Context: an optimization exercise on an open-source flow, tuned for a short achievable clock period and few clock cycles. The choices shown serve that exercise and are no tape-out recipe.
Only simulation tests tie the RTL to the original design; equivalence was not proved.
Power figures rest on the tool's default switching activity, not on a simulated workload.

the baseline:
Design y86_pipe, start of the top module:
module y86_pipe (
    input clk,
    input rst,                   
    output [11:0] imem_addr,     
    input  [79:0] imem_data,     
    output [13:0] dmem_addr,     
    output [63:0] dmem_wdata,    
    output dmem_we,              
    input  [63:0] dmem_rdata,    
    output [1:0] stat            
);
For scale: roughly 1,800 flip-flops, ~240 I/O pins, about 100,000 um2 of cells after synthesis.
Settings: LEC_CHECK=0, CAP_MARGIN=20, CORE_MARGIN=2, CORE_UTILIZATION=45, SLEW_MARGIN=20, SYNTH_HIERARCHICAL=1; clock period 26.0 ns.
standard.sh (not shown) runs the stock make flow with config.mk's settings and CLKGATE_MAP_FILE= SYNTH_SCRIPT=/design/flow/synth_recipe.tcl, a recipe that flattens the netlist after the stock synthesis.
==> flow/flow/run.sh <==
#!/bin/bash
set -uo pipefail
cd "$(dirname "$0")/.."
MARGIN=$(cat flow/margin.txt)
bash standard.sh \
    SETUP_SLACK_MARGIN="$MARGIN" \
    MATCH_CELL_FOOTPRINT=0 \
    "BUFFER_PORTS_ARGS=-buffer_cell sky130_fd_sc_hd__buf_6" \
    finish > flow_standard.log 2>&1
status=$?
exit $status
==> flow/flow/margin.txt <==
19.5
Testbench counts of the baseline, summed over its fixed seeds: cycles 20,467.
The following lists how the candidate was set up differently from the baseline:
- CORE_UTILIZATION changed from 45 to 50
==> comparison <==
- The baseline ended up with W_mis as its capturing instance or port of the critical path; the candidate ended up with dmem_wdata[26].
- HPWL after detailed placement grows slightly when moving from the baseline to the candidate.
- Compared with the baseline, the candidate shows number of cells in the finished layout apart from fillers that has gone down by a few percent.
- Via count: the baseline vs the candidate, no meaningful difference
- Taking the baseline as the reference, in the candidate total power rose by 0.42%, number of global-route vias before repair stayed essentially flat, upper clock frequency limit rose by 0.97%.

== run P ==
y86_pipe, a different RTL version from the one above (not shown whole).
Size: roughly 240 I/O pins, about 98000 um^2 of cells after synthesis.
==> flow/config.mk <==
export PLATFORM = sky130hd
export DESIGN_NAME = y86_pipe
export DESIGN_NICKNAME = y86_pipe
export VERILOG_FILES = /design/flow/design.v
export SDC_FILE = /design/flow/constraint.sdc
export NUM_CORES = 4
export LEC_CHECK = 0
export CAP_MARGIN = 20
export CORE_MARGIN = 2
export CORE_UTILIZATION = 50
export SLEW_MARGIN = 20
export SYNTH_HIERARCHICAL = 1
==> flow/constraint.sdc <==
create_clock -name core_clock -period 26.0 [get_ports {clk}]
set_input_delay 5.2000 -clock core_clock [delete_from_list [all_inputs] [get_ports {clk}]]
set_output_delay 5.2000 -clock core_clock [all_outputs]
set_load 0.01 [all_outputs]
==> flow/flow/run.sh <==
#!/bin/bash
set -uo pipefail
cd "$(dirname "$0")/.."
MARGIN=$(cat flow/margin.txt)
bash standard.sh \
    SETUP_SLACK_MARGIN="$MARGIN" \
    MATCH_CELL_FOOTPRINT=0 \
    "BUFFER_PORTS_ARGS=-buffer_cell sky130_fd_sc_hd__buf_8" \
    finish > flow_standard.log 2>&1
status=$?
exit $status
==> flow/flow/margin.txt <==
19.7
Testbench counts of run P, summed over its fixed seeds: cycles 20,707.
Input changes introduced in run G (baseline for comparison: run P):
==> flow/flow/run.sh <==
#!/bin/bash
set -uo pipefail
cd "$(dirname "$0")/.."
MARGIN=$(cat flow/margin.txt)
bash standard.sh \
    SETUP_SLACK_MARGIN="$MARGIN" \
    MATCH_CELL_FOOTPRINT=0 \
    "BUFFER_PORTS_ARGS=-buffer_cell sky130_fd_sc_hd__buf_6" \
    finish > flow_standard.log 2>&1
status=$?
exit $status
==> flow/flow/margin.txt <==
19.5
Findings:
Diff run P and run G: global-route usage higher in run P. Post-CTS setup buffer count for run G: 3 down relative to run P. Number of standard cells in the final layout excluding fillers delta (run G -> run P): insignificant. Both conditions hold for run G: the flow ran to the end and the final layout passed the timing, DRC and antenna checks. In run G relative to run P, peak supply drop had gone down by more than 10%. Looking only at final design utilization, and setting everything else aside, the lower value of run P and run G goes to run G. Routed wire length was lower in the run labelled run G.

y86_pipe, a different RTL version from the one above (not shown whole).
Size in the first run: about 1800 flip-flops, roughly 100000 µm² of cells after synthesis.
export LEC_CHECK = 0
export CAP_MARGIN = 20
export CORE_MARGIN = 2
export CORE_UTILIZATION = 50
export SLEW_MARGIN = 20
export SYNTH_HIERARCHICAL = 1
create_clock -name core_clock -period 26.0 [get_ports {clk}]
==> flow/flow/run.sh <==
#!/bin/bash
set -uo pipefail
cd "$(dirname "$0")/.."
MARGIN=$(cat flow/margin.txt)
bash standard.sh \
    SETUP_SLACK_MARGIN="$MARGIN" \
    MATCH_CELL_FOOTPRINT=0 \
    "BUFFER_PORTS_ARGS=-buffer_cell sky130_fd_sc_hd__buf_6" \
    finish > flow_standard.log 2>&1
status=$?
exit $status
==> flow/flow/margin.txt <==
19.6
Testbench counts at the start, summed over its fixed seeds: cycles 20,467.
Next try:
==> flow/flow/margin.txt (replaced) <==
19.5
Outcome:
- global-route usage rises by 0.81 points
- synthesized cell count stays the same
- critical path depth does not change

Another version of the RTL of y86_pipe (not shown whole).
For scale: about 8800 cells after synthesis, about 1800 flip-flops, ~240 I/O pins, about 98000 um^2 of cells after synthesis.
Settings: LEC_CHECK=0, CAP_MARGIN=20, CORE_MARGIN=2, CORE_UTILIZATION=55, CTS_CLUSTER_DIAMETER=80, CTS_CLUSTER_SIZE=30, SLEW_MARGIN=20, SYNTH_HIERARCHICAL=1; clock period 26.0 ns.
==> flow/flow/margin.txt <==
19.5
Scripts as last shown in full above: flow/flow/run.sh
Testbench counts at the start, summed over its fixed seeds: cycles 20,707.
Next try:
Settings changed: CORE_UTILIZATION 55 to 50, CTS_CLUSTER_DIAMETER 80 to default, CTS_CLUSTER_SIZE 30 to default.
=> Worst setup slack gains 13 ps; synthesized area does not change; combinational power goes up by about 2%; global-route usage is lower by 2.0 points; clock-buffer cell count rises by 141; total power is higher by about 8%; critical path depth is unchanged.

-- re-timing with driven ports --
The flow's constraints put no driver on any port. The routed layouts listed below were extracted and timed again, unchanged, in two steps.
Step 1 sets driving cells, clkbuf_16 on the clock port and buf_2 on the other inputs (assumed; they add their load-dependent delay and slew).
Step 2 times the ports against the registers' clock, not the clock port: input delays grow and output delays shrink by t, the midpoint of the rising clock arrivals with the driver on.
Slacks: ideal ports / drivers / drivers and shift; pairs: ideal ports / drivers.
run | t, ns | setup WS [ns] | clock arrival spread, ns
the baseline | 1.001 | 19.353 / 19.285 / 18.406 | 0.080 / 0.080
the candidate | 0.988 | 19.417 / 19.300 / 18.507 | 0.058 / 0.058
run P | 0.968 | 19.402 / 19.311 / 18.790 | 0.051 / 0.051
run G | 0.952 | 19.430 / 19.341 / 18.685 | 0.038 / 0.038
the first run of note 3 | 0.972 | 19.393 / 19.294 / 18.467 | 0.060 / 0.059
the second run of note 3 | 0.973 | 19.397 / 19.296 / 18.539 | 0.074 / 0.074
the first run of note 4 | 0.925 | 19.418 / 19.325 / 18.635 | 0.066 / 0.067
the second run of note 4 | 0.967 | 19.431 / 19.336 / 18.611 | 0.048 / 0.048
After both steps setup and hold are still met in every run listed. The setup slack of the baseline, which loses most, moves by -0.068 ns with the drivers and by -0.947 ns with both steps.
